Background: an optimization exercise with open tools, aiming at small area. Do not read the settings as production practice. Where RTL was checked, it was by simulation tests only, not by an equivalence proof against the original. The RTL of runs 3 and 4 was laid out without a check of its function. No run shown here takes its clock network from TritonCTS; it comes from the design's own scripts or RTL. The clock input has no modelled driver; a real chip could not lean on it and would need a root buffer or a full tree. Power figures rest on the tool's default switching activity, not on a simulated workload.

`design/flow/config.mk`:
```
export PLATFORM = sky130hd
export DESIGN_NAME = top_wrapper
export DESIGN_NICKNAME = top_wrapper
export VERILOG_FILES = /design/flow/design.v
export SDC_FILE = /design/flow/constraint.sdc
export NUM_CORES = 4
export LEC_CHECK = 0
export CAP_MARGIN = 20
export CORE_MARGIN = 2
export CORE_UTILIZATION = 70
export SLEW_MARGIN = 20
```
`design/flow/constraint.sdc`:
```
create_clock -name core_clock -period 10.0 [get_ports {clk}]
set_input_delay 2.0000 -clock core_clock [delete_from_list [all_inputs] [get_ports {clk}]]
set_output_delay 2.0000 -clock core_clock [all_outputs]
set_load 0.01 [all_outputs]
```
`design/flow/design.v`:
```
module top_wrapper (
    input  wire       clk,
    input  wire       rst_n,
    input  wire       start_sample,
    input  wire       din1,
    output wire       cs_n,
    output wire       sclk,
    output wire       dac_sclk,
    output wire       dac_cs,
    output wire       dac_mosi,
    output wire       tx
);
  wire rst = !rst_n;
  reg  [8:0] lf;
  reg        sc;
  wire       term = (lf == 9'd364);
  wire       E    = term & !sc;
  always @(posedge clk) begin
    if (rst | term) lf <= 9'd0;
    else            lf <= {lf[7:0], ~(lf[8] ^ lf[4])};
    if (rst)        sc <= 1'b0;
    else if (term)  sc <= ~sc;
  end
  assign sclk     = sc;
  assign dac_sclk = sc;
  reg  [4:0] as;
  reg        db;                  
  wire adc_w1 = (as == 5'd17);
  wire adc_w2 = (as == 5'd18);
  wire       aset = (as == 5'd19) | (&as & !start_sample);
  wire [4:0] at   = {&as[3:0], &as[2:0], &as[1:0], as[0], 1'b1};
  always @(posedge clk) begin
    if (rst) as <= 5'd31;
    else if (E) as <= (as ^ at) | {5{aset}};
    if (E) db <= din1;
  end
  assign cs_n = as[4];
  reg [4:0] ds;
  wire       dset = (ds == 5'd16) | (ds == 5'd30 & !start_sample);
  wire [4:0] dt   = {&ds[3:0], &ds[2:0], &ds[1:0], ds[0], 1'b1};
  always @(posedge clk) begin
    if (rst) ds <= 5'd30;
    else if (E) ds <= dset ? 5'd30 : (ds ^ dt);
  end
  assign dac_cs   = ds[4];
  assign dac_mosi = !ds[4] & (ds[3] | ds[2]);
  reg       ug, ux;       
  reg [8:0] sr;           
  reg       txr;
  reg  [3:0] w;
  reg        e, f;
  wire push = (adc_w1 | adc_w2) & !f;
  wire pop  = ux & sr[8] & !e;
  wire w0   = (w == 4'd0);
  wire w15  = (w == 4'd15);
  wire push_only = push & !pop;
  wire pop_only  = pop & !push;
  wire wu = E & push_only & !w15;
  wire wd = E & pop_only;
  wire [3:0] wt = {(wu & w[0] & w[1] & w[2]) | (wd & !w[0] & !w[1] & !w[2]),
                   (wu & w[0] & w[1])        | (wd & !w[0] & !w[1]),
                   (wu & w[0])               | (wd & !w[0]),
                   wu | wd};
  always @(posedge clk) begin
    if (rst) begin
      w <= 4'd0; e <= 1'b0; f <= 1'b0;
    end else begin
      w <= w ^ wt;
      if (E) begin
        e <= !push_only & (w0 | !start_sample);
        f <= !pop_only & (w15 | !start_sample);
      end
    end
  end
  reg [6:0] ph;
  reg       pend, act;
  wire      ph_last = &ph;
  wire       cy  = &ph[2:0];
  wire       pp  = E & pop;
  wire       pu  = cy & !pp;
  wire       pdn = pp & !cy;
  wire [6:0] pt  = {(pu & ph[3] & ph[4] & ph[5]) | (pdn & !ph[3] & !ph[4] & !ph[5]),
                    (pu & ph[3] & ph[4])         | (pdn & !ph[3] & !ph[4]),
                    (pu & ph[3])                 | (pdn & !ph[3]),
                    pu | pdn,
                    ph[1] & ph[0], ph[0], 1'b1};
  always @(posedge clk) begin
    if (rst) begin
      ph <= 7'd0; pend <= 1'b1; act <= 1'b0;
    end else begin
      ph <= ph ^ pt;
      if (ph_last) act <= pend;
      if (E) pend <= 1'b1;
      else if (ph_last) pend <= 1'b0;
    end
  end
  reg  [127:0] R;
  reg  [3:0]   hr;                            
  wire [2:0]   bi   = ph[2:0];
  wire         atw  = (ph[6:3] == w);
  wire         wlo  = atw & (as[4:3] == 2'b01) & (bi == ~as[2:0]);
  wire         whi  = atw & adc_w2;
  wire         rin  = wlo ? db : whi ? (!bi[2] & hr[3]) : R[127];
  wire         hin  = (as[4:2] == 3'b001 && ph[1:0] == ~as[1:0]) ? db : hr[3];
  always @(posedge clk) begin
    R  <= {R[126:0], rin};
    hr <= {hr[2:0], hin};
  end
  wire cap  = act & ug & (ph[6:3] == 4'd0);
  always @(posedge clk) begin
    if (cap | (E & ux)) sr[7:0] <= {cap ? (!w0 & R[127]) : sr[8], sr[7:1]};
    if (cap) sr[8] <= 1'b1;
    else if (E & ux) sr[8] <= 1'b0;
    if (rst) begin
      ug <= 1'b0; ux <= 1'b0; txr <= 1'b1;
    end else if (E) begin
      if (ug) begin
        ug <= 1'b0; ux <= 1'b1;
      end else if (ux) begin
        if (sr[8:1] == 8'd0) begin ux <= 1'b0; txr <= 1'b1; end
        else txr <= sr[0];
      end else if (!e) begin
        ug <= 1'b1;
      end
    end
  end
  assign tx = txr;
endmodule
```
`design/flow/flow/run.sh`:
```
#!/bin/bash
# Standard layout, except that the clock tree is built by flow/cts_tree.tcl:
# the clock port drives CTS_NLEAF buffers (through a root buffer if
# CTS_ROOT_CELL is set), each driving one group of flip-flops chosen by
# position; and the ports are buffered with the smallest buffer.
set -euo pipefail
export PRE_CTS_TCL="$PWD/flow/cts_tree.tcl"
export CTS_NLEAF=10
export CTS_LEAF_CELL=sky130_fd_sc_hd__clkbuf_8
export CTS_ROOT_CELL=sky130_fd_sc_hd__clkbuf_16
export BUFFER_PORTS_ARGS="-inputs -outputs -buffer_cell sky130_fd_sc_hd__buf_1"
bash standard.sh > standard.log 2>&1
```
`design/flow/flow/cts_tree.tcl`:
```
# A small clock tree in place of TritonCTS: the clock flip-flops are split
# into NLEAF groups by position (k-means), each group is driven by one clock
# buffer placed at its centre, and the clock port drives the group buffers,
# directly or through one root buffer (CTS_ROOT_CELL).
proc clock_tree_synthesis {args} {
  set nleaf  $::env(CTS_NLEAF)
  set bufcell $::env(CTS_LEAF_CELL)
  set block [ord::get_db_block]
  set db [ord::get_db]
  set clknet [$block findNet clk]
  set master [$db findMaster $bufcell]
  # sinks and their positions
  set sinks {}
  foreach it [$clknet getITerms] {
    set inst [$it getInst]
    set bb [$inst getBBox]
    set x [expr {([$bb xMin] + [$bb xMax]) / 2.0}]
    set y [expr {([$bb yMin] + [$bb yMax]) / 2.0}]
    lappend sinks [list $it $x $y]
  }
  set n [llength $sinks]
  puts "custom cts: $n sinks, $nleaf groups of $bufcell"
  # k-means, seeded along the sorted x+y diagonal
  set sorted [lsort -real -index 1 [lmap s $sinks {list $s [expr {[lindex $s 1] + [lindex $s 2]}]}]]
  set cx {}; set cy {}
  for {set k 0} {$k < $nleaf} {incr k} {
    set s [lindex [lindex $sorted [expr {int(($k + 0.5) * $n / $nleaf)}]] 0]
    lappend cx [lindex $s 1]; lappend cy [lindex $s 2]
  }
  set cap [expr {int(ceil(1.0 * $n / $nleaf)) + 2}]
  for {set iter 0} {$iter < 30} {incr iter} {
    # balanced assignment: greedy by distance with a size cap
    set pairs {}
    set i 0
    foreach s $sinks {
      for {set k 0} {$k < $nleaf} {incr k} {
        set d [expr {abs([lindex $s 1] - [lindex $cx $k]) + abs([lindex $s 2] - [lindex $cy $k])}]
        lappend pairs [list $d $i $k]
      }
      incr i
    }
    set pairs [lsort -real -index 0 $pairs]
    set asg [lrepeat $n -1]
    set cnt [lrepeat $nleaf 0]
    foreach p $pairs {
      lassign $p d i k
      if {[lindex $asg $i] >= 0} continue
      if {[lindex $cnt $k] >= $cap} continue
      lset asg $i $k
      lset cnt $k [expr {[lindex $cnt $k] + 1}]
    }
    set sx [lrepeat $nleaf 0.0]; set sy [lrepeat $nleaf 0.0]
    for {set i 0} {$i < $n} {incr i} {
      set k [lindex $asg $i]
      lset sx $k [expr {[lindex $sx $k] + [lindex [lindex $sinks $i] 1]}]
      lset sy $k [expr {[lindex $sy $k] + [lindex [lindex $sinks $i] 2]}]
    }
    for {set k 0} {$k < $nleaf} {incr k} {
      if {[lindex $cnt $k] > 0} {
        lset cx $k [expr {[lindex $sx $k] / [lindex $cnt $k]}]
        lset cy $k [expr {[lindex $sy $k] / [lindex $cnt $k]}]
      }
    }
  }
  puts "custom cts: group sizes $cnt"
  # optional root buffer between the clock port and the group buffers
  set drvnet $clknet
  if {[info exists ::env(CTS_ROOT_CELL)] && $::env(CTS_ROOT_CELL) ne ""} {
    set rmaster [$db findMaster $::env(CTS_ROOT_CELL)]
    set root [odb::dbInst_create $block $rmaster "clkbuf_root"]
    set drvnet [odb::dbNet_create $block "clknet_root"]
    $drvnet setSigType CLOCK
    [$root findITerm A] connect $clknet
    [$root findITerm X] connect $drvnet
    set mx 0.0; set my 0.0
    for {set k 0} {$k < $nleaf} {incr k} {
      set mx [expr {$mx + [lindex $cx $k] / $nleaf}]
      set my [expr {$my + [lindex $cy $k] / $nleaf}]
    }
    $root setLocation [expr {int($mx)}] [expr {int($my)}]
    $root setPlacementStatus PLACED
  }
  # make the group buffers and nets
  for {set k 0} {$k < $nleaf} {incr k} {
    set buf [odb::dbInst_create $block $master "clkbuf_leaf_$k"]
    set net [odb::dbNet_create $block "clknet_leaf_$k"]
    $net setSigType CLOCK
    [$buf findITerm A] connect $drvnet
    [$buf findITerm X] connect $net
    set w [[$buf getMaster] getWidth]
    set h [[$buf getMaster] getHeight]
    $buf setLocation [expr {int([lindex $cx $k] - $w / 2)}] [expr {int([lindex $cy $k] - $h / 2)}]
    $buf setPlacementStatus PLACED
    for {set i 0} {$i < $n} {incr i} {
      if {[lindex $asg $i] == $k} {
        set it [lindex [lindex $sinks $i] 0]
        $it disconnect
        $it connect $net
      }
    }
  }
  $clknet setSigType CLOCK
  set_propagated_clock [all_clocks]
}
```
`design/flow/standard.sh`:
```
#!/bin/bash
# synth_recipe.tcl (not shown) runs the flow's synth.tcl, then flattens the netlist and writes it again
# the make line also repeats each setting of config.mk as NAME=value (left out here)
make -C /OpenROAD-flow-scripts/flow DESIGN_CONFIG=/design/flow/config.mk WORK_HOME=/design/flow/orfs CLKGATE_MAP_FILE= SYNTH_SCRIPT=/design/flow/synth_recipe.tcl "${@:-finish}"
```
==> impl_metrics.json, run 1 <==
{
  "die_area_um2": 7638,
  "ctsHoldBuffers": 0,
  "avgSynthCellArea_um2": 13.45,
  "first_iter_violations": 90,
  "hp-class": "reg -> reg",
  "grt_pass1_vias": 2304,
  "layout.nets": 392,
  "power_density_nw_per_um2": 200.9,
  "synth_edf_count": 9,
  "synthTopCellsByCount": "dfxtp_1 (171), nand2_1 (27), a21oi_1 (15), nor2_1 (15), ha_1 (13)",
  "gp_routability_congestion": 0.7867,
  "die_w_um": 87.40,
  "syn-cell-area_um2": 4868,
  "setup_viol": 0,
  "ant_nets": 0,
  "post-route-min-period_ps": 3420,
  "ys_warn_count": 1,
  "vdd_ir_drop_max_uv": 161.7,
  "grt_pass1_wl_um": 11080,
  "grt_overflow": 0,
  "vias": 2394,
  "crit_chain": "buf_1 -> clkinv_1 -> a31oi_1 -> o211ai_1",
  "status": "complete, no violations",
  "yosys.cell_count.top_type": "dfxtp_1",
  "min_period_over_period_pct": 34.20,
  "ctsResizeCount": 0,
  "core_area_um2": 6756,
  "die_h_um": 87.40,
  "areaGrowthSynthToFinish_pct": 4.934,
  "critPathKind": "in -> reg",
  "end_kind": "register",
  "finalMaxSlewViolations": 0,
  "synth.area.top_cells": "dfxtp_1 (70%), edfxtp_1 (5.6%), ha_1 (3.3%), xor2_1 (2.2%), nand2_1 (2.1%)",
  "crit_fanout": 19,
  "max_stage_delay_ps": 590,
  "grt_max_degree": 21,
  "synth-seq-area-share_pct": 75.87,
  "viasPerCell": 5.285,
  "hold_viol": 0,
  "wl_per_cell_um": 15.04,
  "placedCellCount": 442,
  "worstPathArrival_ps": 3610,
  "antenna_found_initial": 0,
  "synth_top_area_share_pct": 70.32,
  "start_util_pct": 72.06,
  "clk-insertion-delay-late_ps": 350,
  "synth.largest_area_cell": "dfxtp_1",
  "synth_flop_cell": "dfxtp_1",
  "drt-total-wl_um": 6814,
  "cp.required_ps": 10190,
  "dp_hpwl_um": 4281,
  "clk_pin_slew_ps": 110,
  "drc": 0,
  "worstMarginPinSlew_ps": 561.4,
  "postCtsSetupRepairBufs": 0,
  "grt_util_all_layers_pct": 18.08,
  "setup_tns_ps": 0,
  "port_buffers": 9,
  "synth_cells": 362,
  "async_flop_share_pct": 0,
  "ys_ff_latch": 180,
  "maxSlewHeadroom_pct": 62.34,
  "clock_skew_ps": 28.97,
  "drive_gt1_share_pct": 4.826,
  "num_antenna_cells": 0,
  "rsz0062_at_grt": "no",
  "layout.cells.non_filler": 453,
  "synth.net_count": 379,
  "ios": 10,
  "startpoint_type": "primary input",
  "drt_pass1_iterations": 4,
  "p_leak_nw": 2.040,
  "yosysUniqueCellTypes": 45,
  "cp_slowest_cell": "clkinv_1",
  "fmax_mhz": 292.4,
  "drv_cap": 0,
  "rows": 30
}
-- sequential cells by signal (all words and copies together) (netlist names), 4 cells and up --
register,cells
R,128
as,5
ds,5
hr,4
lf,9
ph,7
sr,9
w,4
-- metrics by stage --
stage               utilization [%]  setup slack, ps  instance area (µm²)  power, mW  hold WS [ps]
CTS                           75.61             6585                 5109      1.035         313.1
finish                        75.61             6580                 5109      1.027         316.6
global route                  75.61             6357                 5109      1.059         322.0
floorplan                         -             7290                 4868     0.7471         309.6
global placement              73.20             6318                 4946     0.7494         312.0
detailed placement            73.20             6240                 4946     0.7499         312.1
-- worst max-delay path: cells and delay by family --
family                 cells  cell delay (ps)
buffers and inverters      2              920
AO/OA/AOI/OAI              2              690
-- kinds of logic after synthesis --
kind of cell | count (synthesis) | share of synthesized area, %
muxes | 4 | 0.8481
AOI/OAI and AO/OA | 36 | 4.497
buffers and inverters | 18 | 1.953
xor gates and xnor gates | 17 | 3.058
and+or+nand+nor | 94 | 10.43
adders and majority gates | 13 | 3.341
DFF | 180 | 75.87
-- where the power goes --
part / internal, mW / total (mW) / switching (mW)
Combinational: 0.00330 / 0.00798 / 0.00469
Clock: 0.109 / 0.293 / 0.184
Sequential: 0.723 / 0.725 / 0.00192
Total: 0.836 / 1.03 / 0.191
-- final timing paths --
check	from	endpoint	slack (ps)	cells after the start
worst min register to register	R[58]$_DFF_P_	R[59]$_DFF_P_	320	0
worst min-delay path	R[58]$_DFF_P_	R[59]$_DFF_P_	320	0
worst max register to register	lf[1]$_SDFF_PP0_	ph[5]$_SDFF_PN0_	7420	10
worst max-delay path	rst_n	ds[1]$_SDFFE_PN1N_	6580	4
-- layout make-up --
| type | instances | area, µm² |
|---|---|---|
| multi-input cells | 164 | 1080 |
| repair buffers | 9 | 33.78 |
| inverters | 9 | 38.79 |
| plain buffers | 11 | 162.7 |
| fillers | 423 | 1648 |
| well taps | 80 | 100.1 |
| flip-flops and latches | 180 | 3694 |
-- cells in the final DEF (no fill, tap or decap), types with 2 or more instances in the layout --
| master | instances |
|---|---|
| xnor2_1 | 5 |
| ha_1 | 13 |
| or3_1 | 2 |
| nor3b_2 | 2 |
| nor2_1 | 15 |
| nand3_1 | 5 |
| a211oi_1 | 3 |
| nand2b_1 | 4 |
| inv_1 | 7 |
| clkbuf_8 | 10 |
| mux2i_1 | 3 |
| nor4_1 | 4 |
| nand4_1 | 5 |
| nand2_1 | 27 |
| a21oi_1 | 15 |
| and3_1 | 4 |
| dfxtp_1 | 171 |
| a22oi_1 | 2 |
| o21ai_0 | 5 |
| a31oi_1 | 3 |
| xor2_1 | 12 |
| o211ai_1 | 2 |
| nand4b_1 | 4 |
| nor3_1 | 4 |
| edfxtp_1 | 9 |
| and2_1 | 11 |
| nand3b_1 | 2 |
| buf_1 | 9 |
-- layer usage --
| metal | GRT usage (%) | share of wire (%) | vias up | routed length [µm] |
|---|---|---|---|---|
| li1 | - | - | 1230 | - |
| met1 | 27.38 | 51 | 1122 | 3444 |
| met2 | 28.72 | 45 | 32 | 3081 |
| met3 | 1.801 | 2.7 | 10 | 184 |
| met4 | 3.497 | 1.5 | 0 | 103 |
| met5 | 0 | 0 | - | 0 |
==> run 2: changes to the inputs <==
--- a/design/flow/flow/run.sh
+++ b/design/flow/flow/run.sh
@@ -5,7 +5,7 @@
 # position; and the ports are buffered with the smallest buffer.
 set -euo pipefail
 export PRE_CTS_TCL="$PWD/flow/cts_tree.tcl"
-export CTS_NLEAF=10
+export CTS_NLEAF=9
 export CTS_LEAF_CELL=sky130_fd_sc_hd__clkbuf_8
 export CTS_ROOT_CELL=sky130_fd_sc_hd__clkbuf_16
 export BUFFER_PORTS_ARGS="-inputs -outputs -buffer_cell sky130_fd_sc_hd__buf_1"
==> impl_metrics.json, run 2 <==
{
  "ios": 10,
  "largest_reg_flops": 128,
  "synth_flop_cell": "dfxtp_1",
  "crit_chain": "buf_1 -> clkinv_1 -> a31oi_1 -> o211ai_1",
  "hold_viol": 0,
  "cp_slowest_cell": "clkinv_1",
  "layout_common_cells": "dfxtp_1 (171), nand2_1 (27), nor2_1 (15), a21oi_1 (15), ha_1 (13)",
  "clk_pin_slew_ps": 110,
  "num_antenna_cells": 0,
  "grt_util_all_layers_pct": 17.76,
  "port_buffers": 9,
  "synth.net_count": 379,
  "core_area_um2": 6756,
  "startpoint_type": "primary input",
  "postCtsSetupRepairBufs": 0,
  "ys_ff_latch": 180,
  "grt_max_degree": 23,
  "first_iter_violations": 69,
  "stdcell_area_um2": 5095,
  "power_density_nw_per_um2": 199.8,
  "cp_top_family": "buffers and inverters",
  "synth.largest_area_cell": "dfxtp_1",
  "top_regs": "R x128, lf x9, sr x9",
  "vdd_ir_drop_max_uv": 168.6,
  "die_area_um2": 7638,
  "synth-seq-area-share_pct": 75.87,
  "synth_edf_count": 9,
  "fin_util_pct": 75.41,
  "rows": 30,
  "ctsResizeCount": 0,
  "post-route-min-period_ps": 3398,
  "fillCellCount": 429,
  "critPathKind": "in -> reg",
  "areaGrowthSynthToFinish_pct": 4.652,
  "hp-class": "reg -> reg",
  "synth_top_area_share_pct": 70.32,
  "syn-cell-area_um2": 4868,
  "min_period_over_period_pct": 33.98,
  "avgSynthCellArea_um2": 13.45,
  "finalMaxSlewViolations": 0,
  "vias": 2360,
  "drt-total-wl_um": 6703,
  "worstMarginPinSlew_ps": 563.7,
  "top_register": "R",
  "synth.area.top_cells": "dfxtp_1 (70%), edfxtp_1 (5.6%), ha_1 (3.3%), xor2_1 (2.2%), nand2_1 (2.1%)",
  "fmax_mhz": 294.3,
  "layout.nets": 391,
  "wl_per_cell_um": 14.83,
  "setup_viol": 0,
  "clk-insertion-delay-late_ps": 350,
  "worstPathArrival_ps": 3610,
  "max_stage_delay_ps": 590,
  "synth_cells": 362,
  "yosysUniqueCellTypes": 45,
  "rsz0062_at_grt": "no",
  "grt_pass1_wl_um": 10970,
  "grt_pass1_vias": 2282,
  "p_leak_nw": 2.033,
  "maxSlewHeadroom_pct": 62.19,
  "yosys.cell_count.top_type": "dfxtp_1",
  "die_w_um": 87.40,
  "status": "complete, no violations",
  "start_util_pct": 72.06,
  "drt_pass1_iterations": 4,
  "layout_commonest_cell": "dfxtp_1",
  "gp_routability_congestion": 0.7867,
  "ant_nets": 0,
  "die_h_um": 87.40,
  "ys_warn_count": 1,
  "drv_cap": 0,
  "grt_overflow": 0,
  "dp_hpwl_um": 4281,
  "crit_fanout": 19,
  "async_flop_share_pct": 0,
  "cp.required_ps": 10210,
  "setup_tns_ps": 0,
  "viasPerCell": 5.221,
  "clock_skew_ps": 20.28,
  "drive_gt1_share_pct": 4.570,
  "drc": 0,
  "end_kind": "register",
  "fin_worst_hold_slack_ps": 322.6,
  "path_buf_inv": 2,
  "synthTopCellsByCount": "dfxtp_1 (171), nand2_1 (27), a21oi_1 (15), nor2_1 (15), ha_1 (13)",
  "placed_area_um2": 4946,
  "ctsHoldBuffers": 0,
  "antenna_found_initial": 0
}
## run 2: per-layer routing
metal  track usage [%]  vias to the layer above  part of all wire (%)
met3             1.611                       11                   4.0
met4             3.357                        0                   1.5
met1             27.34                     1085                    51
li1                  -                     1224                     -
met5                 0                        -                     0
met2             27.89                       40                    44
## run 2: stage by stage
stage / instances / setup WS [ps] / total power, mW
final: 452 / 6602 / 1.018
after detailed placement: 442 / 6240 / 0.7499
after CTS: 452 / 6604 / 1.022
after floorplan: 362 / 7290 / 0.7471
after global routing: 452 / 6370 / 1.047
after global placement: 442 / 6318 / 0.7494
## run 2: power breakdown
part | leakage [nW] | internal, mW | total [mW] | switching, mW
logic | 0.496 | 0.00329 | 0.00797 | 0.00469
clock network | 0.0770 | 0.101 | 0.284 | 0.184
registers | 1.46 | 0.724 | 0.726 | 0.00194
## run 2: layout make-up
| cell class | count | area [µm²] | area share (%) |
|---|---|---|---|
| Tap cell | 80 | 100.1 | 1.965 |
| Buffer | 10 | 148.9 | 2.922 |
| Multi-Input combinational cell | 164 | 1080 | 21.19 |
| Sequential cell | 180 | 3694 | 72.49 |
| Inverter | 9 | 38.79 | 0.7613 |
| Timing Repair Buffer | 9 | 33.78 | 0.6631 |
## run 2: path summary, 6_finish.rpt
check,cells past startpoint,endpoint,start,slack [ps]
max,4,ds[1]$_SDFFE_PN1N_,rst_n,6600
min,0,R[1]$_DFF_P_,R[0]$_DFF_P_,320
max reg2reg,10,ph[5]$_SDFF_PN0_,lf[1]$_SDFF_PP0_,7340
min reg2reg,0,R[1]$_DFF_P_,R[0]$_DFF_P_,320
## run 2: kinds of logic (layout without fill, tap and decap cells)
kind of cell,count (synthesis),after routing,synth area share [%]
buf+inv,18,28,1.953
compound gates,36,36,4.497
flops,180,180,75.87
xor+xnor,17,17,3.058
mux,4,4,0.8481
fa+ha+maj,13,13,3.341
simple gates,94,94,10.43
==> run 3: changes to the inputs <==
--- a/design/flow/design.v
+++ b/design/flow/design.v
@@ -107,21 +107,17 @@
     hr <= {hr[2:0], hin};
   end
   wire cap  = act & ug & (ph[6:3] == 4'd0);
+  wire xe   = E & ux;
+  wire done = (sr[8:1] == 8'd0);
   always @(posedge clk) begin
-    if (cap | (E & ux)) sr[7:0] <= {cap ? (!w0 & R[127]) : sr[8], sr[7:1]};
-    if (cap) sr[8] <= 1'b1;
-    else if (E & ux) sr[8] <= 1'b0;
+    if (cap | xe) sr[7:0] <= {cap ? (!w0 & R[127]) : sr[8], sr[7:1]};
+    sr[8] <= cap | (sr[8] & !xe);
     if (rst) begin
       ug <= 1'b0; ux <= 1'b0; txr <= 1'b1;
     end else if (E) begin
-      if (ug) begin
-        ug <= 1'b0; ux <= 1'b1;
-      end else if (ux) begin
-        if (sr[8:1] == 8'd0) begin ux <= 1'b0; txr <= 1'b1; end
-        else txr <= sr[0];
-      end else if (!e) begin
-        ug <= 1'b1;
-      end
+      ug  <= !ug & !ux & !e;
+      ux  <= ug | (ux & !done);
+      if (ux) txr <= sr[0];
     end
   end
   assign tx = txr;
--- a/design/flow/flow/run.sh
+++ b/design/flow/flow/run.sh
@@ -5,7 +5,7 @@
 # position; and the ports are buffered with the smallest buffer.
 set -euo pipefail
 export PRE_CTS_TCL="$PWD/flow/cts_tree.tcl"
-export CTS_NLEAF=9
+export CTS_NLEAF=11
 export CTS_LEAF_CELL=sky130_fd_sc_hd__clkbuf_8
 export CTS_ROOT_CELL=sky130_fd_sc_hd__clkbuf_16
 export BUFFER_PORTS_ARGS="-inputs -outputs -buffer_cell sky130_fd_sc_hd__buf_1"
--- a/design/flow/config.mk
+++ b/design/flow/config.mk
@@ -7,5 +7,5 @@
 export LEC_CHECK = 0
 export CAP_MARGIN = 20
 export CORE_MARGIN = 2
-export CORE_UTILIZATION = 70
+export CORE_UTILIZATION = 40
 export SLEW_MARGIN = 20
==> impl_metrics.json, run 3 <==
{
  "vdd_ir_drop_max_uv": 123.0,
  "setup_viol": 0,
  "p_leak_nw": 2.069,
  "start_util_pct": 40.94,
  "fmax_mhz": 325.4,
  "ys_ff_latch": 180,
  "die_h_um": 114.9,
  "groute.layer.met1.usage_pct": 14.38,
  "top_regs": "R x128, lf x9, sr x9",
  "critPathKind": "reg -> out",
  "worstPathArrival_ps": 1070,
  "clk-insertion-delay-late_ps": 360,
  "min_period_over_period_pct": 30.73,
  "clock_skew_ps": 29.12,
  "synth-seq-area-share_pct": 75.11,
  "drt-total-wl_um": 6291,
  "layout_common_cells": "dfxtp_1 (171), nand2_1 (23), and2_1 (17), ha_1 (13)",
  "synth.net_count": 384,
  "layout.nets": 399,
  "grt_util_all_layers_pct": 9.417,
  "use_met3_pct": 1.634,
  "grt_pass1_vias": 2205,
  "syn-cell-area_um2": 4917,
  "clk_pin_slew_ps": 100,
  "rows": 40,
  "fin_util_pct": 43.93,
  "end_kind": "output pin",
  "drc": 0,
  "fin_ws_ps": 6927,
  "holdPathStages": 0,
  "startpoint_type": "register",
  "top_register": "R",
  "synth.area.top_cells": "dfxtp_1 (70%), edfxtp_1 (5.5%), ha_1 (3.3%), and2_1 (2.2%), nand2_1 (1.8%)",
  "setup_tns_ps": 0,
  "pre_cts_ws_ps": 6821,
  "ctsHoldBuffers": 0,
  "maxSlewHeadroom_pct": 62.35,
  "met2_usage_pct": 14.08,
  "first_iter_violations": 97,
  "rsz0062_at_grt": "no",
  "r2r-end": "ph[5]$_SDFF_PN0_",
  "crit_end": "dac_mosi",
  "r2r_start": "lf[1]$_SDFF_PP0_",
  "wl_per_cell_um": 11.94,
  "die_area_um2": 13200,
  "grt_pass1_wl_um": 10470,
  "ant_nets": 0,
  "synth_cells": 367,
  "synthTopCellsByCount": "dfxtp_1 (171), nand2_1 (23), and2_1 (17)",
  "drt_pass1_iterations": 5,
  "avgSynthCellArea_um2": 13.40,
  "yosys.cell_count.top_type": "dfxtp_1",
  "antenna_found_initial": 0,
  "drv_cap": 0,
  "rr_worst_depth": 10,
  "num_antenna_cells": 0,
  "reg2reg_slack_ps": 7490,
  "core_area_um2": 12010,
  "hold_viol": 0,
  "cp.required_ps": 8000,
  "synth_flop_cell": "dfxtp_1",
  "hp-class": "reg -> reg",
  "largest_reg_flops": 128,
  "status": "complete, no violations",
  "grt_overflow": 0,
  "yosysUniqueCellTypes": 46,
  "layout_commonest_cell": "dfxtp_1",
  "finalMaxSlewViolations": 0,
  "worstMarginPinSlew_ps": 563.6,
  "synth.largest_area_cell": "dfxtp_1",
  "die_w_um": 114.9,
  "cp-startpoint": "ds[2]$_SDFFE_PN1P_",
  "ios": 10,
  "ctsResizeCount": 0,
  "dp_hpwl_um": 3850,
  "busiest_layer": "met1",
  "gp_routability_congestion": 0.7578,
  "crit_fanout": 6,
  "synth_top_area_share_pct": 69.62,
  "areaGrowthSynthToFinish_pct": 7.303,
  "port_buffers": 9,
  "grt_max_degree": 34,
  "synth_edf_count": 9,
  "viasPerCell": 4.577,
  "async_flop_share_pct": 0,
  "postCtsSetupRepairBufs": 0,
  "drive_gt1_share_pct": 5.000,
  "post-route-min-period_ps": 3073,
  "vias": 2412,
  "ys_warn_count": 1,
  "power_density_nw_per_um2": 197.6
}
[run 3: changes by cell type after synthesis, sizes merged, moves of 3 or more]
cell   delta
nand2     -4
and2      +6
nor2      -7
o21ai     +3
xor2      -7
nor2b     +9
a21oi     -4
xnor2     +3
[run 3: layout make-up]
type,instances,area (µm²)
well taps,147,183.9
inverters,7,26.28
repair buffers,11,48.80
multi-input cells,170,1147
plain buffers,12,176.4
fillers,1093,6735
flip-flops and latches,180,3694
[run 3: power by group]
part,internal [mW],switching (mW),leakage (nW)
clock network,0.118,0.191,0.0914
registers,0.724,0.00182,1.46
logic,0.00409,0.00450,0.518
[run 3: layer usage]
layer  part of all wire [%]  vias up
li1                       -     1251
met1                     54     1119
met2                     40       31
met3                    4.3       11
met4                    1.9        0
met5                      0        -
[run 3: worst min-delay path by stage]
stage | startpoint | end | slack [ps]
floorplan | R[99]$_DFF_P_ | R[100]$_DFF_P_ | 310
detailed placement | R[32]$_DFF_P_ | R[33]$_DFF_P_ | 310
finish | R[52]$_DFF_P_ | R[53]$_DFF_P_ | 290
global placement | R[117]$_DFF_P_ | R[118]$_DFF_P_ | 310
global route | R[52]$_DFF_P_ | R[53]$_DFF_P_ | 300
CTS | R[52]$_DFF_P_ | R[53]$_DFF_P_ | 300
[run 3: logic make-up (layout without fill, tap and decap cells)]
kind of cell,Yosys count,in the layout,synth area share (%)
flops,180,180,75.11
mux,6,6,1.247
xor+xnor,13,13,2.316
simple gates,104,104,12.32
compound gates,34,34,4.147
fa+ha+maj,13,13,3.308
buf+inv,17,30,1.552
[run 3: critical path, cell delays in order, from the launching register on]
cell and delay (ps):
dfxtp_1 420, nor2_1 70, nor2_1 80, buf_1 150
[run 3: through the flow]
| step | cells | area [µm²] | hold WS (ps) | power [mW] |
|---|---|---|---|---|
| after floorplan | 367 | 4917 | 309.6 | 0.7481 |
| after global placement | 515 | 5100 | 310.8 | 0.7506 |
| after detailed placement | 515 | 5100 | 312.1 | 0.7509 |
| after CTS | 527 | 5276 | 297.7 | 1.057 |
| after global routing | 527 | 5276 | 298.0 | 1.083 |
| final | 527 | 5276 | 294.2 | 1.043 |
==> run 4: changes to the inputs <==
--- a/design/flow/design.v
+++ b/design/flow/design.v
@@ -44,13 +44,14 @@
   end
   assign dac_cs   = ds[4];
   assign dac_mosi = !ds[4] & (ds[3] | ds[2]);
-  reg       ug, ux;       
-  reg [8:0] sr;           
+  reg [3:0] u;
+  reg       pb;           
+  reg       nb;           
   reg       txr;
   reg  [3:0] w;
   reg        e, f;
   wire push = (adc_w1 | adc_w2) & !f;
-  wire pop  = ux & sr[8] & !e;
+  wire pop  = (u == 4'd0) & !e;
   wire w0   = (w == 4'd0);
   wire w15  = (w == 4'd15);
   wire push_only = push & !pop;
@@ -72,9 +73,7 @@
       end
     end
   end
-  reg [6:0] ph;
-  reg       pend, act;
-  wire      ph_last = &ph;
+  reg  [6:0] ph;
   wire       cy  = &ph[2:0];
   wire       pp  = E & pop;
   wire       pu  = cy & !pp;
@@ -85,39 +84,34 @@
                     pu | pdn,
                     ph[1] & ph[0], ph[0], 1'b1};
   always @(posedge clk) begin
-    if (rst) begin
-      ph <= 7'd0; pend <= 1'b1; act <= 1'b0;
-    end else begin
-      ph <= ph ^ pt;
-      if (ph_last) act <= pend;
-      if (E) pend <= 1'b1;
-      else if (ph_last) pend <= 1'b0;
-    end
+    if (rst) ph <= 7'd0;
+    else     ph <= ph ^ pt;
   end
   reg  [127:0] R;
   reg  [3:0]   hr;                            
   wire [2:0]   bi   = ph[2:0];
   wire         atw  = (ph[6:3] == w);
   wire         wlo  = atw & (as[4:3] == 2'b01) & (bi == ~as[2:0]);
-  wire         whi  = atw & adc_w2;
+  wire         whi  = atw & adc_w2 & !(w15 & pb);
   wire         rin  = wlo ? db : whi ? (!bi[2] & hr[3]) : R[127];
   wire         hin  = (as[4:2] == 3'b001 && ph[1:0] == ~as[1:0]) ? db : hr[3];
   always @(posedge clk) begin
     R  <= {R[126:0], rin};
     hr <= {hr[2:0], hin};
   end
-  wire cap  = act & ug & (ph[6:3] == 4'd0);
-  wire xe   = E & ux;
-  wire done = (sr[8:1] == 8'd0);
+  wire rd = !u[3] & (ph[6:3] == {4{pb}}) & (ph[2:0] == u[2:0]);
   always @(posedge clk) begin
-    if (cap | xe) sr[7:0] <= {cap ? (!w0 & R[127]) : sr[8], sr[7:1]};
-    sr[8] <= cap | (sr[8] & !xe);
+    if (rd) nb <= R[127] & (pb | !w0);
     if (rst) begin
-      ug <= 1'b0; ux <= 1'b0; txr <= 1'b1;
+      u <= 4'd9; txr <= 1'b1;
     end else if (E) begin
-      ug  <= !ug & !ux & !e;
-      ux  <= ug | (ux & !done);
-      if (ux) txr <= sr[0];
+      if (u == 4'd9) begin
+        if (!e) u <= 4'd15;
+      end else u <= u + 4'd1;
+      if (!u[3]) txr <= nb;
+      else if (u == 4'd8) txr <= 1'b1;
+      if (u == 4'd15) pb <= 1'b0;
+      else if (u == 4'd0) pb <= !e;
     end
   end
   assign tx = txr;
--- a/design/flow/flow/run.sh
+++ b/design/flow/flow/run.sh
@@ -5,7 +5,7 @@
 # position; and the ports are buffered with the smallest buffer.
 set -euo pipefail
 export PRE_CTS_TCL="$PWD/flow/cts_tree.tcl"
-export CTS_NLEAF=11
+export CTS_NLEAF=9
 export CTS_LEAF_CELL=sky130_fd_sc_hd__clkbuf_8
 export CTS_ROOT_CELL=sky130_fd_sc_hd__clkbuf_16
 export BUFFER_PORTS_ARGS="-inputs -outputs -buffer_cell sky130_fd_sc_hd__buf_1"
--- a/design/flow/config.mk
+++ b/design/flow/config.mk
@@ -7,5 +7,5 @@
 export LEC_CHECK = 0
 export CAP_MARGIN = 20
 export CORE_MARGIN = 2
-export CORE_UTILIZATION = 40
+export CORE_UTILIZATION = 70
 export SLEW_MARGIN = 20
==> impl_metrics.json, run 4 <==
{
  "status": "complete, no violations",
  "syn-cell-area_um2": 4910,
  "holdPathStages": 0,
  "wl_met2_um": 3036,
  "antenna_found_initial": 0,
  "num_antenna_cells": 0,
  "die_h_um": 87.75,
  "maxSlewHeadroom_pct": 40.81,
  "drt-total-wl_um": 6825,
  "hp-class": "reg -> reg",
  "synth_top_area_share_pct": 69.32,
  "die_w_um": 87.75,
  "worstPathArrival_ps": 3750,
  "hold_viol": 0,
  "dp_hpwl_um": 4439,
  "top_register": "R",
  "synthTopCellsByCount": "dfxtp_1 (170), nand2_1 (27), ha_1 (16)",
  "layout_common_cells": "dfxtp_1 (170), nand2_1 (27), ha_1 (16), nor2_1 (14), inv_1 (13)",
  "areaGrowthSynthToFinish_pct": 4.791,
  "ff_latch_area_um2": 3493,
  "max_stage_delay_ps": 650,
  "ctsResizeCount": 0,
  "die_area_um2": 7700,
  "finalMaxSlewViolations": 0,
  "grt_pass1_wl_um": 11540,
  "rr_worst_depth": 10,
  "post-route-min-period_ps": 3542,
  "ant_nets": 0,
  "clk-insertion-delay-late_ps": 350,
  "grt_max_degree": 25,
  "synth_compound_area_share_pct": 5.377,
  "fillCellCount": 421,
  "synth_cells": 381,
  "first_iter_violations": 94,
  "postCtsSetupRepairBufs": 0,
  "synth_xor_xnor_area_share_pct": 2.676,
  "route.met3.wl_um": 233,
  "grt_pass1_vias": 2438,
  "setup_tns_ps": 0,
  "synth-simple-area-share_pct": 12.84,
  "fin_util_pct": 75.73,
  "crit_fanout": 24,
  "top_layer": "met4",
  "synth.net_count": 401,
  "synth_top_family_by_area": "simple AND/OR/NAND/NOR gates",
  "async_flop_share_pct": 0,
  "drv_cap": 0,
  "fin_worst_hold_slack_ps": 309.6,
  "wl_per_cell_um": 14.04,
  "grt_overflow": 0,
  "clock_skew_ps": 20.91,
  "vdd_ir_drop_max_uv": 169.6,
  "grt_util_all_layers_pct": 18.69,
  "layout_commonest_cell": "dfxtp_1",
  "yosysUniqueCellTypes": 58,
  "power_density_nw_per_um2": 190.6,
  "multi_input_area_um2": 1289,
  "largest_reg_flops": 128,
  "critPathKind": "in -> reg",
  "synth_edf_count": 3,
  "layout.nets": 412,
  "start_util_pct": 72.27,
  "synth-seq-area-share_pct": 71.15,
  "rows": 30,
  "synth_fa_ha_area_share_pct": 4.077,
  "drt_pass1_iterations": 4,
  "viasPerCell": 5.160,
  "gp_routability_congestion": 0.8252,
  "yosys-mux-area-fraction_pct": 1.274,
  "wl_met1_um": 3387,
  "vias": 2508,
  "synth.largest_area_cell": "dfxtp_1",
  "worstMarginPinSlew_ps": 887.9,
  "min_period_over_period_pct": 35.42,
  "yosys.cell_count.top_type": "dfxtp_1",
  "cp_slowest_cell": "buf_1",
  "ios": 10,
  "top_regs": "R x128, lf x9, ph x7",
  "drc": 0,
  "cp.required_ps": 10210,
  "fmax_mhz": 282.3,
  "core_area_um2": 6794,
  "ys_warn_count": 1,
  "synth_flop_cell": "dfxtp_1",
  "port_buffers": 9,
  "end_kind": "register",
  "setup_viol": 0,
  "reg2reg_slack_ps": 7820,
  "ctsHoldBuffers": 0,
  "p_leak_nw": 2.036,
  "synth.area.top_cells": "dfxtp_1 (69%), ha_1 (4.1%), nand2_1 (2.1%), edfxtp_1 (1.8%), xor2_1 (1.4%)",
  "startpoint_type": "primary input",
  "drive_gt1_share_pct": 6.667,
  "crit_chain": "buf_1 -> inv_1 -> a21oi_1 -> o211ai_1",
  "ys_ff_latch": 173,
  "rsz0062_at_grt": "no",
  "clk_pin_slew_ps": 110,
  "avgSynthCellArea_um2": 12.89
}
-- run 4: per-layer routing --
layer	vias to the layer above	global-route usage, %
li1	1290	-
met1	1172	26.70
met2	32	30.85
met3	14	2.168
met4	0	4.615
met5	-	0
-- run 4: cells by family (layout without fill, tap and decap cells) --
kind of cell,count (synthesis),after routing
flip-flops,173,173
AND/OR/NAND/NOR,104,104
AO/OA/AOI/OAI,42,42
buffers and inverters,25,34
adder cells (fa/ha/maj),16,16
XOR/XNOR,15,15
multiplexers,6,6
-- run 4: critical path, delay by kind of cell --
family / cells / cell delay, ps
AOI/OAI and AO/OA: 2 / 610
buffers and inverters: 2 / 1130
-- run 4: layout make-up --
cell class | count | area share (%)
Sequential cell | 173 | 67.90
Multi-Input combinational cell | 183 | 25.05
Buffer | 10 | 2.894
Tap cell | 96 | 2.335
Inverter | 14 | 1.021
Timing Repair Buffer | 10 | 0.8025
-- run 4: final timing paths --
check                       start                 end
setup / recovery            rst_n  as[1]$_SDFFE_PN1P_
hold / removal      R[62]$_DFF_P_       R[63]$_DFF_P_
setup reg to reg  sc$_SDFFE_PN0N_    ph[6]$_SDFF_PN0_
hold reg to reg     R[62]$_DFF_P_       R[63]$_DFF_P_
-- run 4: stage by stage --
step	setup slack [ps]	power (mW)	area (µm²)	std cells
after floorplan	7104	0.7159	4910	381
final	6458	0.9809	5145	486
after global placement	6202	0.7184	4996	476
after global routing	6195	1.011	5145	486
after CTS	6508	0.9880	5145	486
after detailed placement	6139	0.7188	4996	476
-- run 4: power breakdown --
part / switching [mW] / total [mW] / internal, mW
Clock: 0.178 / 0.278 / 0.100
Combinational: 0.00511 / 0.00850 / 0.00339
Sequential: 0.00224 / 0.694 / 0.692
==> run 5: changes to the inputs <==
--- a/design/flow/design.v
+++ b/design/flow/design.v
@@ -103,15 +103,12 @@
   always @(posedge clk) begin
     if (rd) nb <= R[127] & (pb | !w0);
     if (rst) begin
-      u <= 4'd9; txr <= 1'b1;
+      u <= 4'd14; txr <= 1'b1;
     end else if (E) begin
-      if (u == 4'd9) begin
-        if (!e) u <= 4'd15;
-      end else u <= u + 4'd1;
-      if (!u[3]) txr <= nb;
-      else if (u == 4'd8) txr <= 1'b1;
-      if (u == 4'd15) pb <= 1'b0;
-      else if (u == 4'd0) pb <= !e;
+      if (u == 4'd8) u <= 4'd14;
+      else if (u != 4'd14 || !e) u <= u + 4'd1;
+      txr <= u[3] | nb;
+      pb  <= (u == 4'd0) ? !e : (pb & !u[3]);
     end
   end
   assign tx = txr;
==> impl_metrics.json, run 5 <==
{
  "async_flop_share_pct": 0,
  "hp-class": "reg -> reg",
  "synth.net_count": 396,
  "die_area_um2": 7548,
  "die_w_um": 86.88,
  "gp_routability_congestion": 0.7876,
  "setup_tns_ps": 0,
  "post-route-min-period_ps": 3483,
  "largest_reg_flops": 128,
  "ios": 10,
  "synthTopCellsByCount": "dfxtp_1 (170), nand2_1 (25), nor2_1 (17)",
  "die_h_um": 86.88,
  "synth_cells": 376,
  "pre_cts_ws_ps": 6193,
  "worstPathArrival_ps": 3710,
  "pwr-share-clk_pct": 28.2,
  "grt_max_degree": 24,
  "clk_pin_slew_ps": 110,
  "maxSlewHeadroom_pct": 44.72,
  "power_density_nw_per_um2": 194.3,
  "dp_hpwl_um": 4327,
  "fmax_mhz": 287.1,
  "synth_edf_count": 3,
  "layout_common_cells": "dfxtp_1 (170), nand2_1 (25), nor2_1 (17), ha_1 (16), inv_1 (14)",
  "cp.required_ps": 10230,
  "net-switching-power_mw": 0.1821,
  "pwr-share-seq_pct": 71.0,
  "r2r-end": "ph[5]$_SDFF_PN0_",
  "clk-insertion-delay-late_ps": 360,
  "synth.largest_area_cell": "dfxtp_1",
  "startpoint_type": "primary input",
  "ys_warn_count": 1,
  "rr_worst_depth": 8,
  "layout.cells.non_filler": 463,
  "start_util_pct": 71.56,
  "vias": 2452,
  "wl_per_cell_um": 14.69,
  "crit_fanout": 23,
  "postCtsSetupRepairBufs": 0,
  "p_sw_share_pct": 18.62,
  "end_kind": "register",
  "clock_skew_ps": 27.12,
  "finalMaxSlewViolations": 0,
  "areaGrowthSynthToFinish_pct": 4.684,
  "drt_pass1_iterations": 4,
  "ff_latch_area_um2": 3493,
  "rsz0062_at_grt": "no",
  "min_period_over_period_pct": 34.83,
  "status": "complete, no violations",
  "ant_nets": 0,
  "core_area_um2": 6719,
  "rows": 30,
  "vdd_ir_drop_max_uv": 218.5,
  "setup_viol": 0,
  "crit_end": "as[1]$_SDFFE_PN1P_",
  "intPower_mw": 0.7960,
  "yosysUniqueCellTypes": 48,
  "hold_viol": 0,
  "layout_commonest_cell": "dfxtp_1",
  "viasPerCell": 5.296,
  "ctsResizeCount": 0,
  "grt_util_all_layers_pct": 18.52,
  "first_iter_violations": 97,
  "syn-cell-area_um2": 4808,
  "reg2reg_slack_ps": 7340,
  "grt_overflow": 0,
  "multi_input_area_um2": 1196,
  "p_leak_nw": 2.049,
  "yosys.cell_count.top_type": "dfxtp_1",
  "ys_ff_latch": 173,
  "placedCellCount": 453,
  "stdcell_area_um2": 5034,
  "synth-seq-area-share_pct": 72.65,
  "drv_cap": 0,
  "ctsHoldBuffers": 0,
  "synth_top_area_share_pct": 70.78,
  "num_antenna_cells": 0,
  "drive_gt1_share_pct": 5.222,
  "worstMarginPinSlew_ps": 829.3,
  "fillCellCount": 417,
  "drt-total-wl_um": 6801,
  "antenna_found_initial": 0,
  "layout.nets": 405,
  "grt_pass1_wl_um": 11270,
  "synth_flop_cell": "dfxtp_1",
  "drc": 0,
  "r2r_start": "lf[2]$_SDFF_PP0_",
  "top_regs": "R x128, lf x9, ph x7",
  "avgSynthCellArea_um2": 12.79,
  "fin_ws_ps": 6517,
  "cp-startpoint": "rst_n",
  "p_comb_share_pct": 0.9,
  "synth.area.top_cells": "dfxtp_1 (71%), ha_1 (4.2%), xor2_1 (2.0%), nand2_1 (2.0%), edfxtp_1 (1.9%)",
  "top_register": "R",
  "grt_pass1_vias": 2280,
  "critPathKind": "in -> reg",
  "port_buffers": 9,
  "placed_area_um2": 4885
}
-- run 5: metal layers --
metal	up-vias	GRT usage (%)	wire (µm)
met1	1149	27.46	3389
met3	16	2.180	195
met4	0	4.403	152
met5	-	0	0
li1	1257	-	-
met2	30	29.42	3064
-- run 5: worst min path at each step --
stage                        start        endpoint  slack (ps)  cells after the start
finish              R[124]$_DFF_P_  R[125]$_DFF_P_         320                      0
global route        R[124]$_DFF_P_  R[125]$_DFF_P_         330                      0
CTS                 R[124]$_DFF_P_  R[125]$_DFF_P_         330                      0
detailed placement   R[49]$_DFF_P_   R[50]$_DFF_P_         310                      0
global placement     R[92]$_DFF_P_   R[93]$_DFF_P_         310                      0
floorplan            R[99]$_DFF_P_  R[100]$_DFF_P_         310                      0
-- run 5: cells by family after synthesis --
group	synth area share (%)
buffers and inverters	2.472
flip-flops	72.65
AO/OA/AOI/OAI	4.606
multiplexers	1.535
adder cells (fa/ha/maj)	4.163
XOR/XNOR	3.461
AND/OR/NAND/NOR	11.11
-- run 5: final cells by class --
| type | instances | share of cell area (%) |
|---|---|---|
| plain buffers | 10 | 2.958 |
| repair buffers | 9 | 0.6711 |
| multi-input cells | 176 | 23.76 |
| well taps | 80 | 1.989 |
| flip-flops and latches | 173 | 69.40 |
| inverters | 15 | 1.218 |
-- run 5: power groups by stage --
stage	Clock [mW]	Combinational, mW	Sequential, mW
2_1_floorplan	0	0.00625	0.709
3_3_place_gp	0	0.00789	0.710
3_5_place_dp	0	0.00830	0.710
4_1_cts	0.283	0.00842	0.694
5_1_grt	0.306	0.00943	0.695
6_report	0.275	0.00838	0.694
-- run 5: metrics by stage --
step / power [mW] / utilization, % / hold WS [ps]
after global routing: 1.010 / 74.92 / 327.8
final: 0.9782 / 74.92 / 323.7
after detailed placement: 0.7186 / 72.70 / 312.1
after CTS: 0.9862 / 74.92 / 326.0
after global placement: 0.7181 / 72.70 / 311.0
after floorplan: 0.7157 / - / 309.6
-- run 5: worst max-delay path, stage by stage --
cell and delay, ps:
buf_1 610, inv_1 520, a21oi_1 440, o211ai_1 140
==> run 6: changes to the inputs <==
--- a/design/flow/config.mk
+++ b/design/flow/config.mk
@@ -7,5 +7,5 @@
 export LEC_CHECK = 0
 export CAP_MARGIN = 20
 export CORE_MARGIN = 2
-export CORE_UTILIZATION = 70
+export CORE_UTILIZATION = 60
 export SLEW_MARGIN = 20
==> impl_metrics.json, run 6 <==
{
  "hold_viol": 0,
  "synth.area.top_cells": "dfxtp_1 (71%), ha_1 (4.2%), xor2_1 (2.0%), nand2_1 (2.0%), edfxtp_1 (1.9%)",
  "vdd_ir_drop_max_uv": 163.0,
  "synth-seq-area-share_pct": 72.65,
  "largest_reg_flops": 128,
  "ff_latch_area_um2": 3493,
  "grt_pass1_wl_um": 10760,
  "worstMarginPinSlew_ps": 794.5,
  "cp-startpoint": "rst_n",
  "core_area_um2": 7727,
  "die_w_um": 93.52,
  "r2r-end": "ph[5]$_SDFF_PN0_",
  "worstPathArrival_ps": 3650,
  "avgSynthCellArea_um2": 12.79,
  "synth_top_area_share_pct": 70.78,
  "cp_top_family": "buffers and inverters",
  "crit_end": "as[1]$_SDFFE_PN1P_",
  "top_register": "R",
  "start_util_pct": 62.22,
  "ctsHoldBuffers": 0,
  "path_buf_inv": 2,
  "yosysUniqueCellTypes": 48,
  "syn-cell-area_um2": 4808,
  "max_stage_delay_ps": 580,
  "layout_common_cells": "dfxtp_1 (170), nand2_1 (25), nor2_1 (17), ha_1 (16), inv_1 (14)",
  "critical_path_depth": 4,
  "fmax_mhz": 292.7,
  "multi_input_area_um2": 1196,
  "ys_warn_count": 1,
  "setup_tns_ps": 0,
  "cp_slowest_cell": "buf_1",
  "grt_pass1_vias": 2120,
  "r2r_start": "lf[2]$_SDFF_PP0_",
  "yosys.cell_count.top_type": "dfxtp_1",
  "antenna_found_initial": 0,
  "clock_skew_ps": 36.68,
  "fillCellCount": 596,
  "drt_pass1_iterations": 4,
  "async_flop_share_pct": 0,
  "maxSlewHeadroom_pct": 47.04,
  "status": "complete, no violations",
  "grt_util_all_layers_pct": 15.15,
  "die_h_um": 93.52,
  "synth.net_count": 396,
  "ys_ff_latch": 173,
  "clk-insertion-delay-late_ps": 360,
  "ant_nets": 0,
  "wl_per_cell_um": 12.93,
  "hp-class": "reg -> reg",
  "layout.nets": 405,
  "postCtsSetupRepairBufs": 0,
  "rsz0062_at_grt": "no",
  "crit_chain": "buf_1 -> inv_1 -> a21oi_1 -> o211ai_1",
  "viasPerCell": 4.930,
  "grt_overflow": 0,
  "num_antenna_cells": 0,
  "end_kind": "register",
  "critPathKind": "in -> reg",
  "power_density_nw_per_um2": 193.9,
  "p_leak_nw": 2.049,
  "reg2reg_slack_ps": 7380,
  "drv_cap": 0,
  "grt_max_degree": 24,
  "min_period_over_period_pct": 34.16,
  "synth_cells": 376,
  "dp_hpwl_um": 3985,
  "synth_flop_cell": "dfxtp_1",
  "setup_viol": 0,
  "synth_edf_count": 3,
  "finalMaxSlewViolations": 0,
  "vias": 2391,
  "synthTopCellsByCount": "dfxtp_1 (170), nand2_1 (25), nor2_1 (17)",
  "layout_commonest_cell": "dfxtp_1",
  "synth.largest_area_cell": "dfxtp_1",
  "areaGrowthSynthToFinish_pct": 5.256,
  "clk_pin_slew_ps": 120,
  "port_buffers": 9,
  "gp_routability_congestion": 0.7746,
  "startpoint_type": "primary input",
  "rows": 32,
  "crit_fanout": 23,
  "drt-total-wl_um": 6270,
  "drc": 0,
  "rr_worst_depth": 8,
  "power.total_mw": 0.9812,
  "ctsResizeCount": 0,
  "post-route-min-period_ps": 3416,
  "top_regs": "R x128, lf x9, ph x7",
  "first_iter_violations": 67,
  "cp.required_ps": 10230,
  "drive_gt1_share_pct": 5.222,
  "ios": 10,
  "die_area_um2": 8746
}
## run 6: cell counts after synthesis
No cell type changed its count.
## run 6: per-layer routing
| metal | part of all wire [%] | up-vias | wire length (µm) | global-route usage, % |
|---|---|---|---|---|
| met2 | 39 | 18 | 2473 | 20.80 |
| met4 | 2.0 | 0 | 127 | 3.309 |
| met5 | 0 | - | 0 | 0 |
| met3 | 3.0 | 9 | 189 | 1.692 |
| met1 | 55 | 1109 | 3479 | 25.43 |
| li1 | - | 1255 | - | - |
## run 6: final cells by class
cell class,count,area share (%)
Sequential cell,173,69.02
Tap cell,102,2.522
Inverter,15,1.211
Timing Repair Buffer,9,0.6675
Multi-Input combinational cell,176,23.63
Buffer,10,2.942
## run 6: how the worst min path moves through the flow
stage	cells past startpoint	slack [ps]	to	startpoint
global route	0	330	R[85]$_DFF_P_	R[84]$_DFF_P_
detailed placement	0	310	R[125]$_DFF_P_	R[124]$_DFF_P_
floorplan	0	310	R[100]$_DFF_P_	R[99]$_DFF_P_
finish	0	320	R[85]$_DFF_P_	R[84]$_DFF_P_
CTS	0	310	R[85]$_DFF_P_	R[84]$_DFF_P_
global placement	0	310	R[122]$_DFF_P_	R[121]$_DFF_P_
## run 6: cell families after synthesis
| group | count (synthesis) | share of synthesized area [%] |
|---|---|---|
| XOR/XNOR | 19 | 3.461 |
| AO/OA/AOI/OAI | 35 | 4.606 |
| flip-flops | 173 | 72.65 |
| adder cells (fa/ha/maj) | 16 | 4.163 |
| AND/OR/NAND/NOR | 99 | 11.11 |
| buffers and inverters | 27 | 2.472 |
| multiplexers | 7 | 1.535 |
## run 6: per-stage QoR
stage / hold WS, ps / cell area (µm²) / worst slack (ps) / utilization, % / instances
after floorplan: 309.6 / 4808 / 7104 / - / 376
after global placement: 311.1 / 4912 / 6237 / 63.57 / 475
after detailed placement: 312.1 / 4912 / 6131 / 63.57 / 475
after CTS: 314.1 / 5061 / 6507 / 65.50 / 485
after global routing: 332.0 / 5061 / 6245 / 65.50 / 485
final: 315.8 / 5061 / 6584 / 65.50 / 485
## run 6: power by group
group / internal, mW / leakage (nW) / switching, mW
Clock: 0.100 / 0.0770 / 0.179
Sequential: 0.692 / 1.40 / 0.00205
Combinational: 0.00346 / 0.572 / 0.00441
==> run 7: changes to the inputs <==
--- a/design/flow/flow/run.sh
+++ b/design/flow/flow/run.sh
@@ -5,7 +5,7 @@
 # position; and the ports are buffered with the smallest buffer.
 set -euo pipefail
 export PRE_CTS_TCL="$PWD/flow/cts_tree.tcl"
-export CTS_NLEAF=9
+export CTS_NLEAF=10
 export CTS_LEAF_CELL=sky130_fd_sc_hd__clkbuf_8
 export CTS_ROOT_CELL=sky130_fd_sc_hd__clkbuf_16
 export BUFFER_PORTS_ARGS="-inputs -outputs -buffer_cell sky130_fd_sc_hd__buf_1"
--- a/design/flow/config.mk
+++ b/design/flow/config.mk
@@ -7,5 +7,5 @@
 export LEC_CHECK = 0
 export CAP_MARGIN = 20
 export CORE_MARGIN = 2
-export CORE_UTILIZATION = 60
+export CORE_UTILIZATION = 70
 export SLEW_MARGIN = 20
==> impl_metrics.json, run 7 <==
{
  "maxSlewHeadroom_pct": 44.12,
  "end_kind": "register",
  "layout_common_cells": "dfxtp_1 (170), nand2_1 (25), nor2_1 (17), ha_1 (16), inv_1 (14)",
  "layout.cells.non_filler": 464,
  "drt-total-wl_um": 6861,
  "drv_cap": 0,
  "clk_pin_slew_ps": 100,
  "grt_max_degree": 24,
  "fin_worst_hold_slack_ps": 324.1,
  "layout.nets": 406,
  "layout_commonest_cell": "dfxtp_1",
  "cp.required_ps": 10180,
  "critPathKind": "in -> reg",
  "drc": 0,
  "cp_slowest_cell": "buf_1",
  "synthTopCellsByCount": "dfxtp_1 (170), nand2_1 (25), nor2_1 (17)",
  "min_period_over_period_pct": 35.29,
  "setup_viol": 0,
  "areaGrowthSynthToFinish_pct": 4.970,
  "hp-class": "reg -> reg",
  "grt_util_all_layers_pct": 18.56,
  "pre_cts_ws_ps": 6193,
  "dp_hpwl_um": 4327,
  "ys_warn_count": 1,
  "yosys.cell_count.top_type": "dfxtp_1",
  "die_w_um": 86.88,
  "synth.area.top_cells": "dfxtp_1 (71%), ha_1 (4.2%), xor2_1 (2.0%), nand2_1 (2.0%), edfxtp_1 (1.9%)",
  "top_register": "R",
  "finalMaxSlewViolations": 0,
  "synth_top_area_share_pct": 70.78,
  "postCtsSetupRepairBufs": 0,
  "rsz0062_at_grt": "no",
  "largest_reg_flops": 128,
  "die_h_um": 86.88,
  "ctsHoldBuffers": 0,
  "drive_gt1_share_pct": 5.469,
  "ant_nets": 0,
  "power_density_nw_per_um2": 196.9,
  "start_util_pct": 71.56,
  "synth.net_count": 396,
  "crit_fanout": 23,
  "pwr-share-clk_pct": 29.3,
  "port_buffers": 9,
  "synth_cells": 376,
  "crit_chain": "buf_1 -> inv_1 -> a21oi_1 -> o211ai_1",
  "rows": 30,
  "post-route-min-period_ps": 3529,
  "vias": 2464,
  "ctsResizeCount": 0,
  "gp_routability_congestion": 0.7876,
  "grt_pass1_vias": 2301,
  "async_flop_share_pct": 0,
  "p_comb_share_pct": 0.8,
  "grt_overflow": 0,
  "reg2reg_slack_ps": 7380,
  "avgSynthCellArea_um2": 12.79,
  "drt_pass1_iterations": 5,
  "fmax_mhz": 283.4,
  "status": "complete, no violations",
  "power.total_mw": 0.9937,
  "hold_viol": 0,
  "setup_tns_ps": 0,
  "synth_edf_count": 3,
  "grt_pass1_wl_um": 11250,
  "pwr-share-seq_pct": 69.9,
  "yosysUniqueCellTypes": 48,
  "vdd_ir_drop_max_uv": 180.6,
  "worstPathArrival_ps": 3710,
  "ys_ff_latch": 173,
  "core_area_um2": 6719,
  "intPower_mw": 0.8048,
  "synth_flop_cell": "dfxtp_1",
  "startpoint_type": "primary input",
  "p_leak_nw": 2.056,
  "fin_ws_ps": 6471,
  "syn-cell-area_um2": 4808,
  "clk-insertion-delay-late_ps": 350,
  "die_area_um2": 7548,
  "fillCellCount": 420,
  "max_stage_delay_ps": 610,
  "top_regs": "R x128, lf x9, ph x7",
  "net-switching-power_mw": 0.1889,
  "placedCellCount": 453,
  "clock_skew_ps": 40.68,
  "num_antenna_cells": 0,
  "antenna_found_initial": 0,
  "viasPerCell": 5.310,
  "synth.largest_area_cell": "dfxtp_1",
  "p_sw_share_pct": 19.01,
  "wl_per_cell_um": 14.79,
  "worstMarginPinSlew_ps": 838.2,
  "ios": 10,
  "first_iter_violations": 111,
  "synth-seq-area-share_pct": 72.65
}
==> run 7: metrics by stage <==
| step | area [µm²] | utilization (%) |
|---|---|---|
| after floorplan | 4808 | - |
| after global placement | 4885 | 72.70 |
| after detailed placement | 4885 | 72.70 |
| after CTS | 5047 | 75.12 |
| after global routing | 5047 | 75.12 |
| final | 5047 | 75.12 |
==> run 7: logic make-up (layout without fill, tap and decap cells) <==
| kind of cell | Yosys count | count (layout) | synth area share (%) |
|---|---|---|---|
| mux | 7 | 7 | 1.535 |
| simple gates | 99 | 99 | 11.11 |
| xor+xnor | 19 | 19 | 3.461 |
| flops | 173 | 173 | 72.65 |
| buf+inv | 27 | 35 | 2.472 |
| compound gates | 35 | 35 | 4.606 |
| fa+ha+maj | 16 | 16 | 4.163 |
==> run 7: power by group through the flow <==
| stage | registers, mW | clock network [mW] | logic, mW |
|---|---|---|---|
| final | 0.694 | 0.291 | 0.00833 |
| after global routing | 0.695 | 0.318 | 0.00946 |
| after CTS | 0.694 | 0.295 | 0.00839 |
| after detailed placement | 0.710 | 0 | 0.00830 |
| after global placement | 0.710 | 0 | 0.00789 |
| after floorplan | 0.709 | 0 | 0.00625 |
==> run 7: cell type report <==
type	count	area, µm²	share of cell area, %
flip-flops and latches	173	3493	69.21
plain buffers	11	162.7	3.223
multi-input cells	176	1196	23.70
repair buffers	9	33.78	0.6693
inverters	15	61.31	1.215
well taps	80	100.1	1.983
==> run 7: path summary, 6_finish.rpt <==
kind	start	to	cells after the start
setup / recovery	rst_n	as[1]$_SDFFE_PN1P_	4
hold / removal	R[28]$_DFF_P_	R[29]$_DFF_P_	0
hold reg to reg	R[28]$_DFF_P_	R[29]$_DFF_P_	0
setup reg to reg	lf[2]$_SDFF_PP0_	ph[5]$_SDFF_PN0_	8
==> run 7: critical path: cells and delay by family <==
family | cells | cell delay (ps)
buffers and inverters | 2 | 1120
AOI/OAI and AO/OA | 2 | 580
==> run 7: layer usage <==
layer / GRT usage (%) / vias up / wire, µm
met1: 27.74 / 1128 / 3389
met3: 2.938 / 20 / 306
met4: 4.830 / 0 / 180
li1: - / 1260 / -
met2: 28.52 / 56 / 2984
met5: 0 / - / 0

## separate check: timing with driven ports
The results above use ideal ports. As a check the final layouts listed here were re-extracted and re-timed, cells and wires unchanged. Step 1, drivers: a clkbuf_16 drives clk and a buf_2 each remaining input, both assumed. Step 2 moves the port delays by t, midway between the first and last clock arrival at a register: inputs arrive t later, outputs are due t later. That takes back most of the time a late clock gives input paths. Slacks: ideal ports / drivers / drivers and shift; pairs: ideal ports / drivers.
run | shift t [ns] | setup slack, ns | worst setup path at the end
run 1 | 0.369 | 6.580 / 6.582 / 6.213 | input to register
run 2 | 0.374 | 6.602 / 6.605 / 6.231 | input to register
run 3 | 0.377 | 6.927 / 6.894 / 6.808 | input to register
run 4 | 0.373 | 6.458 / 6.461 / 6.088 | input to register
run 5 | 0.377 | 6.517 / 6.523 / 6.146 | input to register
run 6 | 0.373 | 6.584 / 6.590 / 6.217 | input to register
run 7 | 0.365 | 6.471 / 6.477 / 6.112 | input to register
After both steps every run listed still meets setup and hold.
